This design comes from an exercise in tuning for small area, a short achievable clock period and few clock cycles per item on the open sky130 flow, not from production work.

Setup of before:
// simple_ALU
module simple_ALU(input i_clk,
                  input i_rst,
                  input logic  [15:0] i_memData,
                  output logic [15:0] o_memData,
                  output logic [15:0] o_memAddr,
                  output logic o_memWrEnable);
  localparam logic [1:0] S_FETCH = 2'd0,
                         S_DEC   = 2'd1,
                         S_RD1   = 2'd2,
                         S_RD2   = 2'd3;
  logic [1:0]  state;
  logic [5:0]  rd;         
  logic [5:0]  rs;         
  logic [5:0]  pcn;        
  logic        selRd, selRs, selPc;   
  logic [15:0] wdata;      
  logic        we;         
  logic        kv;         
  logic        first;      
  logic        stale;      
  logic        twoRd;      
  logic        sameRd;     
  logic [15:0] breg;       
  logic        opAdd, opDbl, opAnd, opOr, opXor, opSh;
  logic        cin;        
  logic        left;       
  logic        arith;      
  wire  [5:0]  addr = ({6{selRd}} & rd) | ({6{selRs}} & rs) | ({6{selPc}} & pcn);
  assign o_memAddr     = {10'd0, addr};
  assign o_memData     = wdata;
  assign o_memWrEnable = we;
  wire [15:0] x = i_memData;
  wire [15:0] y = breg;
  wire [16:0] sum = {x, 1'b1} + {y, cin};
  wire [15:0] xin;
  wire [15:0] u;
  genvar gi;
  generate
    for (gi = 0; gi < 16; gi++) begin : g_rev
      assign xin[gi] = left ? x[15-gi] : x[gi];
      assign u[gi]   = left ? sw[15-gi] : sw[gi];
    end
  endgenerate
  wire        fill = arith & x[15];
  wire [31:0] sww  = {{16{fill}}, xin} >> y[3:0];
  wire [15:0] sw   = sww[15:0];
  wire        big  = |y[15:4];
  wire [15:0] alu = ({16{opAdd}} & sum[16:1])
                  | ({16{opDbl}} & {x[14:0], 1'b0})
                  | ({16{opAnd}} & (x & y))
                  | ({16{opOr}}  & (x | y))
                  | ({16{opXor}} & (x ^ y))
                  | ({16{opSh & ~big}} & u)
                  | ({16{arith & big}} & {16{x[15]}});
  wire [15:0] ins   = i_memData;
  wire [2:0]  dFn   = ins[14:12];
  wire [5:0]  dRd   = ins[11:6];
  wire [5:0]  dRs   = ins[5:0];
  wire        dImm  = ins[15];
  wire        aK    = kv & (dRd == rd);
  ...
For scale: ~930 cells after synthesis, about 51 I/O pins, ~5900 sq um of cells after synthesis.
clock: 9.0 ns
lec_check: 0
abc_area: 1
cap_margin: 20
core_margin: 2
core_utilization: 40
cts_buf_list: sky130_fd_sc_hd__clkbuf_8
slew_margin: 20
standard.sh (not shown) runs the stock make flow with config.mk's settings and CLKGATE_MAP_FILE= SYNTH_SCRIPT=/design/flow/synth_recipe.tcl, a recipe that flattens the netlist after the stock synthesis.
==> flow/flow/run.sh <==
#!/bin/bash
# Standard layout, with plain buffers (not delay cells) on the ports and the
# timing repair aiming at 6.0 ns of setup slack.
# Full make output goes to standard.log here; ORFS keeps each step's log
# under orfs/logs/.
set -euo pipefail
bash standard.sh "BUFFER_PORTS_ARGS=-buffer_cell sky130_fd_sc_hd__buf_2" SETUP_SLACK_MARGIN=6.0 finish > standard.log 2>&1
Edits applied to the flow inputs when going from before to after:
==> flow/flow/run.sh <==
#!/bin/bash
# Standard layout, with plain buffers (not delay cells) on the ports and the
# timing repair aiming at 6.0 ns of setup slack, then power (area) recovery
# on the paths with slack.
# Full make output goes to standard.log here; ORFS keeps each step's log
# under orfs/logs/.
set -euo pipefail
bash standard.sh "BUFFER_PORTS_ARGS=-buffer_cell sky130_fd_sc_hd__buf_2" SETUP_SLACK_MARGIN=6.0 RECOVER_POWER=100 finish > standard.log 2>&1
==> summary.txt <==
Result: PASS for each of after and before
On count of non-filler cells in the finished layout, after and before are basically level.
Diff after and before: hold slack lower in before
The slowest stage cell on the critical path comes out or2_2 in one run and clkbuf_1 in the other, namely in before and after respectively.
Taking before as the reference, in after via count fell about 0.43%; area added between synthesis and finish went down; clock transition time at the flip-flop clock pins of the worst setup and hold paths shows no meaningful change.
Looking at setup slack across both flows, after is the weaker of the two, with before ahead.
Compare after and before | maximum clock frequency higher: before
after vs before: multi-input gate share of the layout cell area up
Function was not checked in any run of this note: the RTL went through the layout flow alone.

Setup of the previous run:
simple_ALU, a different RTL version from the one above (not shown whole).
Size: ~940 cells after synthesis, about 70 flip-flops, about 5900 µm² of cells after synthesis.
==> flow/config.mk <==
export PLATFORM = sky130hd
export DESIGN_NAME = simple_ALU
export DESIGN_NICKNAME = simple_ALU
export VERILOG_FILES = /design/flow/design.v
export SDC_FILE = /design/flow/constraint.sdc
export NUM_CORES = 4
export LEC_CHECK = 0
export ABC_AREA = 1
export CAP_MARGIN = 20
export CORE_MARGIN = 2
export CORE_UTILIZATION = 40
export CTS_BUF_LIST = sky130_fd_sc_hd__clkbuf_8
export SLEW_MARGIN = 20
export TNS_END_PERCENT = 0
==> flow/constraint.sdc <==
create_clock -name core_clock -period 9.0 [get_ports {i_clk}]
set_input_delay 1.8000 -clock core_clock [delete_from_list [all_inputs] [get_ports {i_clk}]]
set_output_delay 1.8000 -clock core_clock [all_outputs]
set_load 0.01 [all_outputs]
==> flow/flow/run.sh <==
#!/bin/bash
# Standard layout, with plain buffers (not delay cells) on the ports, the
# timing repair aiming at 6.0 ns of setup slack, and clock tree synthesis
# without dummy loads.
# Full make output goes to standard.log here; ORFS keeps each step's log
# under orfs/logs/.
set -euo pipefail
bash standard.sh "BUFFER_PORTS_ARGS=-buffer_cell sky130_fd_sc_hd__buf_2" SETUP_SLACK_MARGIN=6.0 "CTS_ARGS=-sink_clustering_enable -repair_clock_nets -buf_list sky130_fd_sc_hd__clkbuf_8 -dont_use_dummy_load" finish > standard.log 2>&1
The previous run finished end to end and its layout was clean on timing, DRC and antenna.
## Diff of input files: the current run against the previous run
==> flow/flow/run.sh <==
#!/bin/bash
# Standard layout, with plain buffers (not delay cells) on the ports, the
# timing repair aiming at 6.15 ns of setup slack, and clock tree synthesis
# without dummy loads.
# Full make output goes to standard.log here; ORFS keeps each step's log
# under orfs/logs/.
set -euo pipefail
bash standard.sh "BUFFER_PORTS_ARGS=-buffer_cell sky130_fd_sc_hd__buf_2" SETUP_SLACK_MARGIN=6.15 "CTS_ARGS=-sink_clustering_enable -repair_clock_nets -buf_list sky130_fd_sc_hd__clkbuf_8 -dont_use_dummy_load" finish > standard.log 2>&1
### Flow results
Pre-CTS setup slack: the current run vs the previous run identical
Going from the previous run to the current run, number of fill cells in the layout moved down; area share of fa/ha/maj cells after synthesis level; worst stage delay on the critical path moved up.
Between the previous run and the current run, the difference in met2 capacity usage during global routing is negligible.
No functional check of the RTL was part of any run of this note.

The RTL this note starts from:
==> flow/design.v <==
`timescale 1ns / 1ns
module simple_ALU(input i_clk,
                  input i_rst,
                  input logic  [15:0] i_memData,
                  output logic [15:0] o_memData,
                  output logic [15:0] o_memAddr,
                  output logic o_memWrEnable);
  localparam logic [1:0] S_FETCH = 2'd0,
                         S_DEC   = 2'd1,
                         S_RD1   = 2'd2,
                         S_RD2   = 2'd3;
  logic [1:0]  state;
  logic [5:0]  rd;         
  logic [5:0]  rs;         
  logic [5:0]  pcn;        
  logic        selRd, selRs, selPc;   
  logic [15:0] wdata;      
  logic        we;         
  logic        kv;         
  logic        first;      
  logic        stale;      
  logic        twoRd;      
  logic        sameRd;     
  logic [15:0] breg;       
  logic        opAdd, opDbl, opAnd, opOr, opXor, opSh;
  logic        cin;        
  logic        left;       
  logic        arith;      
  wire  [5:0]  addr = ({6{selRd}} & rd) | ({6{selRs}} & rs) | ({6{selPc}} & pcn);
  assign o_memAddr     = {10'd0, addr};
  assign o_memData     = wdata;
  assign o_memWrEnable = we;
  wire [15:0] x = i_memData;
  wire [15:0] y = breg;
  wire [16:0] sum = {x, 1'b1} + {y, cin};
  wire [15:0] xin;
  wire [15:0] u;
  genvar gi;
  generate
    for (gi = 0; gi < 16; gi++) begin : g_rev
      assign xin[gi] = left ? x[15-gi] : x[gi];
      assign u[gi]   = left ? sw[15-gi] : sw[gi];
    end
  endgenerate
  wire        fill = arith & x[15];
  wire [31:0] sww  = {{16{fill}}, xin} >> y[3:0];
  wire [15:0] sw   = sww[15:0];
  wire        big  = |y[15:4];
  wire [15:0] alu = ({16{opAdd}} & sum[16:1])
                  | ({16{opDbl}} & {x[14:0], 1'b0})
                  | ({16{opAnd}} & (x & y))
                  | ({16{opOr}}  & (x | y))
                  | ({16{opXor}} & (x ^ y))
                  | ({16{opSh & ~big}} & u)
                  | ({16{arith & big}} & {16{x[15]}});
  wire [15:0] ins   = i_memData;
  wire [2:0]  dFn   = ins[14:12];
  wire [5:0]  dRd   = ins[11:6];
  wire [5:0]  dRs   = ins[5:0];
  wire        dImm  = ins[15];
  wire        aK    = kv & (dRd == rd);
  wire        bK    = dImm | (kv & (dRs == rd));
  wire        dShift = (dFn == 3'd2) | (dFn == 3'd3) | (dFn == 3'd4);
  wire        dComm  = (dFn == 3'd0) | (dFn[2] & (dFn[1:0] != 2'd0));
  wire        dSub   = (dFn == 3'd1);
  wire        same  = ~aK & ~bK & (dRd == dRs) & ~dShift;
  wire        bOnly = aK & ~bK & dComm;
  wire        two   = ~bK & ~same & ~bOnly;      
  wire        none  = aK & bK;
  wire        inDec = (state == S_DEC);
  wire        bLoad = inDec ? ~stale : (state == S_RD2) & twoRd;
  wire [15:0] bSrc  = inDec ? (dImm ? {10'd0, dRs} : wdata) : i_memData;
  wire [15:0] bNew  = bSrc ^ {16{inDec ? dSub : cin}};
  always_ff @(posedge i_clk) begin
    if (i_rst) begin
      state <= S_FETCH;
      selRd <= 1'b0;
      selRs <= 1'b0;
      selPc <= 1'b1;
      pcn   <= 6'd0;
      we    <= 1'b0;
      kv    <= 1'b0;
      first <= 1'b1;
      stale <= 1'b0;
    end else begin
      case (state)
        S_FETCH: begin
          we    <= ~first;
          kv    <= ~first;
          first <= 1'b0;
          {selRd, selRs, selPc} <= 3'b100;
          pcn   <= pcn + 6'd1;
          stale <= ~first & (rd == pcn);
          state <= S_DEC;
        end
        S_DEC: begin
          we    <= 1'b0;
          if (stale) begin
            stale <= 1'b0;
            kv    <= 1'b0;
          end else if (two) begin
            {selRd, selRs, selPc} <= 3'b010;
            state <= S_RD1;
          end else if (none) begin
            {selRd, selRs, selPc} <= 3'b001;
            state <= S_FETCH;
          end else begin
            {selRd, selRs, selPc} <= {~bOnly, bOnly, 1'b0};
            state <= S_RD2;
          end
        end
        S_RD1: begin
          {selRd, selRs, selPc} <= 3'b100;
          state <= S_RD2;
        end
        default: begin   
          {selRd, selRs, selPc} <= 3'b001;
          state <= S_FETCH;
        end
      endcase
    end
  end
  always_ff @(posedge i_clk) wdata <= alu;
  always_ff @(posedge i_clk) begin
    if (bLoad) breg <= bNew;
    case (state)
      S_DEC: begin
        if (!stale) begin
          rd     <= dRd;
          rs     <= dRs;
          twoRd  <= two;
          sameRd <= same;
          cin    <= dSub;
          opAdd  <= (dFn[2:1] == 2'd0);
          opDbl  <= 1'b0;
          opAnd  <= (dFn == 3'd5);
          opOr   <= (dFn == 3'd6);
          opXor  <= (dFn == 3'd7);
          opSh   <= dShift;
          left   <= (dFn == 3'd4);
          arith  <= (dFn == 3'd2);
        end
      end
      S_RD2: begin
        if (sameRd) begin
          opAdd <= 1'b0;
          opDbl <= opAdd & ~cin;
          opAnd <= cin | opAnd | opXor;
          opXor <= 1'b0;
          cin   <= 1'b0;
          breg  <= opAnd ? 16'hFFFF : 16'd0;
        end
      end
      default: ;
    endcase
  end
endmodule
Settings: LEC_CHECK=0, ABC_AREA=1, CAP_MARGIN=20, CORE_MARGIN=2, CORE_UTILIZATION=40, CTS_BUF_LIST=sky130_fd_sc_hd__clkbuf_8, SLEW_MARGIN=20, TNS_END_PERCENT=0; clock period 9.0 ns.
==> flow/flow/run.sh <==
#!/bin/bash
# Standard layout, with plain buffers (not delay cells) on the ports and the
# timing repair aiming at 6.0 ns of setup slack.
# Full make output goes to standard.log here; ORFS keeps each step's log
# under orfs/logs/.
set -euo pipefail
bash standard.sh "BUFFER_PORTS_ARGS=-buffer_cell sky130_fd_sc_hd__buf_2" SETUP_SLACK_MARGIN=6.0 finish > standard.log 2>&1
The starting point went through all stages and came out clean.
Change:
CORE_UTILIZATION = 60   (was 40)
TNS_END_PERCENT = not set   (was 0)
The new run went through all stages and came out clean.
Wire length increases by 4.6%.
Clock-buffer cell count decreases by 1.
Fmax increases by 1.2%.
No functional check of the RTL was part of any run of this note.

## what the ideal ports hide
No port has a modelled driver above. Below, the same layouts with a new extraction and two added sets of constraints. Step 1 sets driving cells, clkbuf_16 on the clock port and buf_2 on the other inputs (assumed; they add their load-dependent delay and slew). Step 2 adds t to the input delays and takes it off the output delays; t is the mean of the earliest and latest rising clock arrival at the registers after step 1. Input paths then give back, and output paths get back, about the clock's delay inside the block. a / b / c = no drivers / after step 1 / after step 2; a / b = the first two.
run | shift t [ns] | setup slack, ns | worst setup path at the end
before | 0.406 | 6.018 / 6.034 / 5.628 | input to register
after | 0.406 | 5.335 / 5.348 / 4.942 | input to register
the previous run | 0.411 | 5.955 / 5.964 / 5.557 | input to register
the current run | 0.410 | 6.024 / 5.985 / 5.623 | input to register
the first run of note 3 | 0.390 | 5.963 / 5.929 / 5.583 | input to register
the second run of note 3 | 0.394 | 5.999 / 5.963 / 5.580 | input to register
After both steps every run listed still meets setup and hold. For the second run of note 3, which loses most, drivers alone change the setup slack by -0.036 ns; drivers and shift together by -0.419 ns.
